This design comes from an exercise in tuning for small area on the open sky130 flow, not from production work. Only simulation tests tie the RTL to the original design; equivalence was not proved. Power and IR drop assume default switching activity.

==> run R: inputs <==
==> flow/design.v <==
module qpsk_pos (
    input wire clk,
    input wire clr,
    input wire adv,
    output reg [7:0] r
);
    reg [8:0] q;
    wire r_end = (r == 8'd143);
    wire wrap = (q == 9'd153) && (r == 8'd15);
    always @(posedge clk) begin
        if (clr | (adv & wrap)) begin
            r <= 0; q <= 0;
        end else if (adv) begin
            if (r_end) begin
                r <= 0; q <= {q[7:0], ~(^{q[8], q[6]})};
            end else begin
                r <= r + 1'b1;
            end
        end
    end
endmodule
module bpsk_pos (
    input wire clk,
    input wire clr,
    input wire adv,
    output reg [8:0] r
);
    reg [7:0] q;
    wire r_end = (r == 9'd287);
    wire wrap = (q == 8'd71) && (r == 9'd159);
    always @(posedge clk) begin
        if (clr | (adv & wrap)) begin
            r <= 0; q <= 0;
        end else if (adv) begin
            if (r_end) begin
                r <= 0; q <= {q[6:0], ~(^{q[7], q[6], q[5]})};
            end else begin
                r <= r + 1'b1;
            end
        end
    end
endmodule
module qam16_pos (
    input wire clk,
    input wire clr,
    input wire adv,
    output reg [6:0] r
);
    reg [9:0] q;
    wire r_end = (r == 7'd71);
    wire wrap = (q == 10'd404) && (r == 7'd15);
    always @(posedge clk) begin
        if (clr | (adv & wrap)) begin
            r <= 0; q <= 0;
        end else if (adv) begin
            if (r_end) begin
                r <= 0; q <= {q[8:0], ~(^{q[9], q[6]})};
            end else begin
                r <= r + 1'b1;
            end
        end
    end
endmodule
module m8psk_pos (
    input wire clk,
    input wire clr,
    input wire adv,
    output reg [6:0] u,
    output reg [1:0] o
);
    reg [9:0] q;
    wire r_end = (u == 7'd71) && (o == 2'd1);
    wire wrap = (q == 10'd851) && (u == 7'd47) && (o == 2'd1);
    always @(posedge clk) begin
        if (clr | (adv & wrap)) begin
            u <= 0; o <= 0; q <= 0;
        end else if (adv) begin
            if (r_end) begin
                u <= 0; o <= 0; q <= {q[8:0], ~(^{q[9], q[8]})};
            end else if (o == 2'd0) begin
                o <= 2'd3;
            end else begin
                u <= u + 1'b1; o <= o - 1'b1;
            end
        end
    end
endmodule
module sym_rom (
    input wire [6:0] u,
    output wire [5:0] w
);
    localparam [767:0] TAB = 768'b000000000000000000000000000000000000000000000000000000000000000000000000000000000000000000000000000000000000000000000000000000000000000000000000000000000000000000000000000000000000000000000000000000000000000000000000000000000000000000000000000000000000000000000000000000000000000000000000000000000000000000000000000000000000000000000000001001011100000101011100000001010011111101011110100110100011111001010011110101011001011101010001011001011001010111110011111110101110101010101001010010101100001011110001010111111001010001011100001010101010101010101101011110100011111101010001010011111111111100000101010000000101010010100110100000000110101101010111111011110010101101011101011000001100001010101001010001010110100110100010101101011100000100001000001001011010101000001111;
    assign w = TAB[u * 6 +: 6];
endmodule
module Modulators #(
    parameter IQ_BW = 16
) (
    ap_clk,
    ap_rst,
    amplitude,
    samples_per_symbol,
    mod_type,
    start,
    i_out_TVALID,
    i_out_TREADY,
    i_out_TDATA,
    q_out_TVALID,
    q_out_TREADY,
    q_out_TDATA
);
    input ap_clk;
    input ap_rst;
    input [31:0] amplitude;
    input [31:0] samples_per_symbol;
    input start;
    input [2:0] mod_type;
    output i_out_TVALID;
    input i_out_TREADY;
    output [IQ_BW-1:0] i_out_TDATA;
    output q_out_TVALID;
    input q_out_TREADY;
    output [IQ_BW-1:0] q_out_TDATA;
    function [1:0] cls;
        input [2:0] m;
        cls = (m[2] | (m[1] & m[0])) ? 2'd3 : m[1:0];
    endfunction
    reg vld;
    reg [2:0] mod_type_last;
    reg zf, rf, incf;
    reg [10:0] nps_lo;
    reg [20:0] nps_hi;
    wire hi_low0 = (nps_hi[19:0] == 0);
    wire hi_zero = hi_low0 & ~nps_hi[20];
    wire [20:0] hi_nx = {nps_hi[19:0], nps_hi[20] ^ nps_hi[18] ^ hi_low0};
    wire acc = i_out_TREADY & q_out_TREADY;
    wire reset_sps = (mod_type_last != mod_type);
    wire same_cls = (cls(mod_type_last) == cls(mod_type));
    wire match = !reset_sps && hi_zero && (nps_lo == samples_per_symbol[10:0]);
    always @(posedge ap_clk) begin
        zf <= ap_rst;
        rf <= ap_rst | ~start;
        incf <= ~ap_rst & start & acc & match;
        if (ap_rst) begin
            vld <= 1'b0;
            mod_type_last <= mod_type;
        end else if (start) begin
            vld <= 1'b1;
            mod_type_last <= mod_type;
        end
        if (ap_rst | ~start | (acc & match) | (~acc & reset_sps)) begin
            nps_lo <= 11'd1; nps_hi <= 21'd0;
        end else if (acc) begin
            if (reset_sps & ~same_cls) begin
                nps_lo <= 11'd2; nps_hi <= 21'd0;
            end else begin
                nps_lo <= nps_lo + 11'd1;
                if (&nps_lo) nps_hi <= hi_nx;
            end
        end
    end
    wire [1:0] cl = cls(mod_type_last);
    wire [7:0] r_qpsk;
    wire [8:0] r_bpsk;
    wire [6:0] r_qam16, u_m8psk;
    wire [1:0] o_m8psk;
    qpsk_pos  p_qpsk  (.clk(ap_clk), .clr(rf), .adv(incf & (cl == 2'd0)), .r(r_qpsk));
    bpsk_pos  p_bpsk  (.clk(ap_clk), .clr(rf), .adv(incf & (cl == 2'd1)), .r(r_bpsk));
    qam16_pos p_qam16 (.clk(ap_clk), .clr(rf), .adv(incf & (cl == 2'd2)), .r(r_qam16));
    m8psk_pos p_m8psk (.clk(ap_clk), .clr(rf), .adv(incf & (cl == 2'd3)), .u(u_m8psk), .o(o_m8psk));
    reg [6:0] u;
    reg [1:0] o;
    always @(*) begin
        case (cls(mod_type))
            2'd0: begin u = r_qpsk[7:1]; o = {r_qpsk[0], 1'b0}; end
            2'd1: begin u = r_bpsk[8:2]; o = r_bpsk[1:0]; end
            2'd2: begin u = r_qam16; o = 2'd0; end
            default: begin u = u_m8psk; o = o_m8psk; end
        endcase
    end
    wire [5:0] w;
    sym_rom rom (.u(u), .w(w));
    wire [3:0] b = w >> o;    
    reg [2:0] ni, nq;
    always @(*) begin
        if (zf) begin
            ni = 3'b100; nq = 3'b100;
        end else case (cls(mod_type))
            2'd0: begin ni = {1'b0, ~b[1], 1'b0}; nq = {1'b0, ~b[0], 1'b0}; end
            2'd1: begin ni = {1'b0, b[0], 1'b0}; nq = 3'b100; end
            2'd2: begin ni = {1'b0, b[2], b[3]}; nq = {1'b0, b[0], b[1]}; end
            default: case (b[2:0])    
                3'b000: begin ni = 3'b010; nq = 3'b000; end  
                3'b100: begin ni = 3'b100; nq = 3'b010; end  
                3'b010: begin ni = 3'b010; nq = 3'b100; end  
                3'b110: begin ni = 3'b010; nq = 3'b010; end  
                3'b001: begin ni = 3'b100; nq = 3'b000; end  
                3'b101: begin ni = 3'b000; nq = 3'b010; end  
                3'b011: begin ni = 3'b000; nq = 3'b000; end  
                default: begin ni = 3'b000; nq = 3'b100; end  
            endcase
        endcase
    end
    reg [2:0] ci, cq;
    reg [15:0] amp;
    always @(posedge ap_clk) begin
        if (ap_rst) begin
            ci <= 3'b100; cq <= 3'b100;
        end else if (start) begin
            ci <= ni; cq <= nq;
        end
        if (start) amp <= amplitude[15:0];
    end
    wire [15:0] nz;    
    assign nz[0] = 1'b0;
    genvar k;
    generate
        for (k = 1; k < 16; k = k + 1) begin : g_nz
            assign nz[k] = nz[k-1] | amp[k-1];
        end
    endgenerate
    wire [15:0] mi = amp ^ ({16{ci[1]}} & nz);
    wire [15:0] mq = amp ^ ({16{cq[1]}} & nz);
    assign i_out_TDATA = ci[2] ? 16'd0 : ci[0] ? {mi[14:0], 1'b0} : mi;
    assign q_out_TDATA = cq[2] ? 16'd0 : cq[0] ? {mq[14:0], 1'b0} : mq;
    assign i_out_TVALID = vld;
    assign q_out_TVALID = vld;
endmodule
==> flow/flow/run.sh <==
#!/bin/bash
# Own layout flow: the standard synthesis, then the combinational logic between the
# standard synthesis's registers re-mapped for area (registers, their names and cells kept),
# then the standard ORFS layout steps with smaller port buffers and no CTS dummy loads.
set -euo pipefail
W=$PWD
F=$W/flow
R=$W/orfs/results/$FLOW_PLATFORM/Modulators/base
LIB=$FLOW_HOME/platforms/$FLOW_PLATFORM/lib/sky130_fd_sc_hd__tt_025C_1v80.lib

bash standard.sh synth > $W/log_1_standard_synth.log 2>&1
cp $R/1_2_yosys.v $W/std_1_2_yosys.v

sed -e "s#@LIB@#$LIB#g" -e "s#@IN@#$W/std_1_2_yosys.v#" -e "s#@OUT@#$W/remapped.v#" \
    -e "s#@TOP@#$FLOW_TOP#g" -e "s#@SCRIPT@#$F/remap.abc#" $F/remap.ys.in > $W/remap.ys
yosys -q $W/remap.ys > $W/log_2_remap.log 2>&1

cp $W/remapped.v $R/1_2_yosys.v
rm -f $R/1_synth.odb $R/1_synth.sdc
touch $R/1_2_yosys.v
bash standard.sh "BUFFER_PORTS_ARGS=-buffer_cell sky130_fd_sc_hd__buf_1" \
    "CTS_ARGS=-sink_clustering_enable -repair_clock_nets -dont_use_dummy_load -buf_list sky130_fd_sc_hd__clkbuf_8" \
    finish > $W/log_3_layout.log 2>&1
==> flow/flow/remap.abc <==
strash
&get -n
&deepsyn -T 60
&put
dch
map -a
strash
dch
map -a
strash
dch
map -a
topo
==> flow/flow/remap.ys.in <==
read_liberty -ignore_miss_func @LIB@
read_verilog @IN@
hierarchy -top @TOP@
setattr -mod -set keep_hierarchy 1 *__df* *__edf* *__sdf* *__sedf* *__dl*
flatten
opt_clean -purge
abc -liberty @LIB@ -dont_use *probe* -dont_use *lpflow* -script @SCRIPT@
opt_clean -purge
hilomap -singleton -hicell sky130_fd_sc_hd__conb_1 HI -locell sky130_fd_sc_hd__conb_1 LO
insbuf -buf sky130_fd_sc_hd__buf_1 A X
opt_clean -purge
select @TOP@
write_verilog -noattr -selected @OUT@
==> flow/standard.sh <==
#!/bin/bash
# synth_recipe.tcl (not shown) runs the flow's synth.tcl, then flattens the netlist and writes it again
# the make line also repeats each setting of config.mk as NAME=value (left out here)
make -C /OpenROAD-flow-scripts/flow DESIGN_CONFIG=/design/flow/config.mk WORK_HOME=/design/flow/orfs CLKGATE_MAP_FILE= SYNTH_SCRIPT=/design/flow/synth_recipe.tcl "${@:-finish}"
==> flow/config.mk <==
export PLATFORM = sky130hd
export DESIGN_NAME = Modulators
export DESIGN_NICKNAME = Modulators
export VERILOG_FILES = /design/flow/design.v
export SDC_FILE = /design/flow/constraint.sdc
export NUM_CORES = 4
export LEC_CHECK = 0
export ABC_AREA = 1
export CAP_MARGIN = 20
export CORE_MARGIN = 2
export CORE_UTILIZATION = 60
export SLEW_MARGIN = 20
==> flow/constraint.sdc <==
create_clock -name core_clock -period 14.0 [get_ports {ap_clk}]
set_input_delay 2.8000 -clock core_clock [delete_from_list [all_inputs] [get_ports {ap_clk}]]
set_output_delay 2.8000 -clock core_clock [all_outputs]
set_load 0.01 [all_outputs]
==> inputs of run A, as changes to run R <==
==> flow/design.v, changed modules only <==
module sym_rom (
    input wire [6:0] u,
    output wire [5:0] w
);
    localparam [767:0] TAB = 768'b100110100011111001010011110101011001011101010001011001011001010111110011111110101110101010101001010010101100001011110001010111111001010001011100001010101010101010101101011110100011111101010001010011111111111100000101010000000101010010100110100000000110101101010111111011110010101101011101011000001100001010101001010001010110100110100010001001011100000101011100000001010011111101011110100110100011111001010011110101011001011101010001011001011001010111110011111110101110101010101001010010101100001011110001010111111001010001011100001010101010101010101101011110100011111101010001010011111111111100000101010000000101010010100110100000000110101101010111111011110010101101011101011000001100001010101001010001010110100110100010101101011100000100001000001001011010101000001111;
    assign w = TAB[u * 6 +: 6];
endmodule
==> flow/flow/run.sh (replaced) <==
#!/bin/bash
# Own layout flow: the standard synthesis, then the combinational logic between the
# standard synthesis's registers re-mapped for area (registers, their names and cells
# kept; several ABC runs with different seeds, the smallest kept), then the standard ORFS
# layout steps with smaller port buffers and clock buffers and no CTS dummy loads.
set -euo pipefail
W=$PWD
F=$W/flow
R=$W/orfs/results/$FLOW_PLATFORM/Modulators/base
LIB=$FLOW_HOME/platforms/$FLOW_PLATFORM/lib/sky130_fd_sc_hd__tt_025C_1v80.lib

bash standard.sh synth > $W/log_1_standard_synth.log 2>&1
cp $R/1_2_yosys.v $W/std_1_2_yosys.v

# two rounds of four ABC runs with different seeds; each round starts from the
# smallest netlist so far, and the smallest of all is kept
remap_round() {   # $1 round, $2 input netlist
    for s in 1 2 3 4; do
        t=$1_$s
        sed -e "s#@SEED@#$((s + 4 * $1))#" $F/remap.abc.in > $W/remap_$t.abc
        sed -e "s#@LIB@#$LIB#g" -e "s#@IN@#$2#" -e "s#@OUT@#$W/remapped_$t.v#" \
            -e "s#@TOP@#$FLOW_TOP#g" -e "s#@SCRIPT@#$W/remap_$t.abc#" $F/remap.ys.in > $W/remap_$t.ys
        yosys -q $W/remap_$t.ys > $W/log_2_remap_$t.log 2>&1 &
    done
    wait
    for s in 1 2 3 4; do
        t=$1_$s
        [[ -s $W/remapped_$t.v ]] || continue
        a=$(python3 $F/area.py $LIB $W/remapped_$t.v)
        echo "remap $t: area $a" >> $W/log_2_remap_pick.log
        if [[ -z "$best" ]] || python3 -c "import sys; sys.exit(0 if $a < $besta else 1)"; then best=$t; besta=$a; fi
    done
}
best=""; besta=""
remap_round 0 $W/std_1_2_yosys.v
remap_round 1 $W/remapped_$best.v
echo "picked $best" >> $W/log_2_remap_pick.log
cp $W/remapped_$best.v $W/remapped.v

cp $W/remapped.v $R/1_2_yosys.v
rm -f $R/1_synth.odb $R/1_synth.sdc
touch $R/1_2_yosys.v
bash standard.sh "BUFFER_PORTS_ARGS=-buffer_cell sky130_fd_sc_hd__buf_1" \
    "CTS_ARGS=-sink_clustering_enable -repair_clock_nets -dont_use_dummy_load -buf_list sky130_fd_sc_hd__clkbuf_4" \
    finish > $W/log_3_layout.log 2>&1
==> flow/flow/area.py (new file) <==
# area.py LIB netlist.v: total cell area of a mapped netlist
import re, sys
lib = open(sys.argv[1]).read()
A = {}
for c in re.split(r'\n\s*cell\s*\(', lib)[1:]:
    n = re.match(r'\s*"?(\w+)"?', c).group(1)
    A[n] = float(re.search(r'area\s*:\s*([\d.]+)', c).group(1))
print(sum(A[m] for m in re.findall(r'^\s*(sky130_fd_sc_hd__\w+)\s', open(sys.argv[2]).read(), re.M)))
==> flow/flow/remap.abc.in (new file) <==
strash
&get -n
&deepsyn -T 120 -S @SEED@
&put
dch
amap
strash
dch
amap
strash
dch
amap
topo
removed: flow/flow/remap.abc
==> inputs of run Z, as changes to run R <==
==> flow/design.v, changed modules only <==
module sym_rom (
    input wire [6:0] u,
    output wire [5:0] w
);
    localparam [767:0] TAB = 768'b100110100011111001010011110101011001011101010001011001011001010111110011111110101110101010101001010010101100001011110001010111111001010001011100001010101010101010101101011110100011111101010001010011111111111100000101010000000101010010100110100000000110101101010111111011110010101101011101011000001100001010101001010001010110100110100010001001011100000101011100000001010011111101011110100110100011111001010011110101011001011101010001011001011001010111110011111110101110101010101001010010101100001011110001010111111001010001011100001010101010101010101101011110100011111101010001010011111111111100000101010000000101010010100110100000000110101101010111111011110010101101011101011000001100001010101001010001010110100110100010101101011100000100001000001001011010101000001111;
    assign w = TAB[u * 6 +: 6];
endmodule
==> flow/flow/run.sh (replaced) <==
#!/bin/bash
# Own layout flow: the standard synthesis, then the combinational logic between the
# standard synthesis's registers re-mapped for area (registers, their names and cells
# kept; three ABC runs with different seeds, the smallest kept), then the standard ORFS
# layout steps with smaller port buffers and clock buffers and no CTS dummy loads.
set -euo pipefail
W=$PWD
F=$W/flow
R=$W/orfs/results/$FLOW_PLATFORM/Modulators/base
LIB=$FLOW_HOME/platforms/$FLOW_PLATFORM/lib/sky130_fd_sc_hd__tt_025C_1v80.lib

bash standard.sh synth > $W/log_1_standard_synth.log 2>&1
cp $R/1_2_yosys.v $W/std_1_2_yosys.v

for s in 1 2 3; do
    sed -e "s#@SEED@#$s#" $F/remap.abc.in > $W/remap_$s.abc
    sed -e "s#@LIB@#$LIB#g" -e "s#@IN@#$W/std_1_2_yosys.v#" -e "s#@OUT@#$W/remapped_$s.v#" \
        -e "s#@TOP@#$FLOW_TOP#g" -e "s#@SCRIPT@#$W/remap_$s.abc#" $F/remap.ys.in > $W/remap_$s.ys
    yosys -q $W/remap_$s.ys > $W/log_2_remap_$s.log 2>&1 &
done
wait
best=""
for s in 1 2 3; do
    a=$(python3 $F/area.py $LIB $W/remapped_$s.v)
    echo "remap seed $s: area $a" >> $W/log_2_remap_pick.log
    if [[ -z "$best" ]] || python3 -c "import sys; sys.exit(0 if $a < $besta else 1)"; then best=$s; besta=$a; fi
done
echo "picked seed $best" >> $W/log_2_remap_pick.log
cp $W/remapped_$best.v $W/remapped.v

cp $W/remapped.v $R/1_2_yosys.v
rm -f $R/1_synth.odb $R/1_synth.sdc
touch $R/1_2_yosys.v
bash standard.sh "BUFFER_PORTS_ARGS=-buffer_cell sky130_fd_sc_hd__buf_1" \
    "CTS_ARGS=-sink_clustering_enable -repair_clock_nets -dont_use_dummy_load -buf_list sky130_fd_sc_hd__clkbuf_4" \
    finish > $W/log_3_layout.log 2>&1
==> flow/flow/area.py (new file) <==
# area.py LIB netlist.v: total cell area of a mapped netlist
import re, sys
lib = open(sys.argv[1]).read()
A = {}
for c in re.split(r'\n\s*cell\s*\(', lib)[1:]:
    n = re.match(r'\s*"?(\w+)"?', c).group(1)
    A[n] = float(re.search(r'area\s*:\s*([\d.]+)', c).group(1))
print(sum(A[m] for m in re.findall(r'^\s*(sky130_fd_sc_hd__\w+)\s', open(sys.argv[2]).read(), re.M)))
==> flow/flow/remap.abc.in (new file) <==
strash
&get -n
&deepsyn -T 150 -S @SEED@
&put
dch
map -a
strash
dch
map -a
strash
dch
map -a
topo
removed: flow/flow/remap.abc
==> notes <==
Against run A, the critical path depth of run Z is higher by 4.
Power, highest first: run R, run Z, run A.
Combinational power: run A < run R < run Z.
Sequential power is about the same in run R and run A.
Synthesized area, lowest first: run A, run Z, run R.
Core utilization, highest first: run A, run Z, run R.

what the ideal ports hide:
The results above use ideal ports. As a check the final layouts listed here were re-extracted and re-timed, cells and wires unchanged. Step 1: set_driving_cell puts a clkbuf_16 on ap_clk and a buf_2 on each other input, an assumption about the parent block. Step 2 also shifts input and output timing later by t, the mid clock arrival at the registers, as if the neighbouring blocks saw the same clock. Slacks: ideal ports / drivers / drivers and shift; pairs: ideal ports / drivers.
run | t (ns) | setup slack, ns | clock arrival spread, ns | worst register clock-pin slew, ns | pins driven straight from the clock port
run R | 0.469 | 6.370 / 6.332 / 6.252 | 0.030 / 0.030 | 0.08 / 0.08 | 1
run A | 0.522 | 6.126 / 6.108 / 5.586 | 0.042 / 0.042 | 0.12 / 0.12 | 1
run Z | 0.560 | 6.910 / 6.914 / 6.354 | 0.036 / 0.036 | 0.11 / 0.11 | 1
After both steps every run listed still meets setup and hold. For run Z, which loses most, drivers alone change the setup slack by +0.004 ns; drivers and shift together by -0.556 ns.
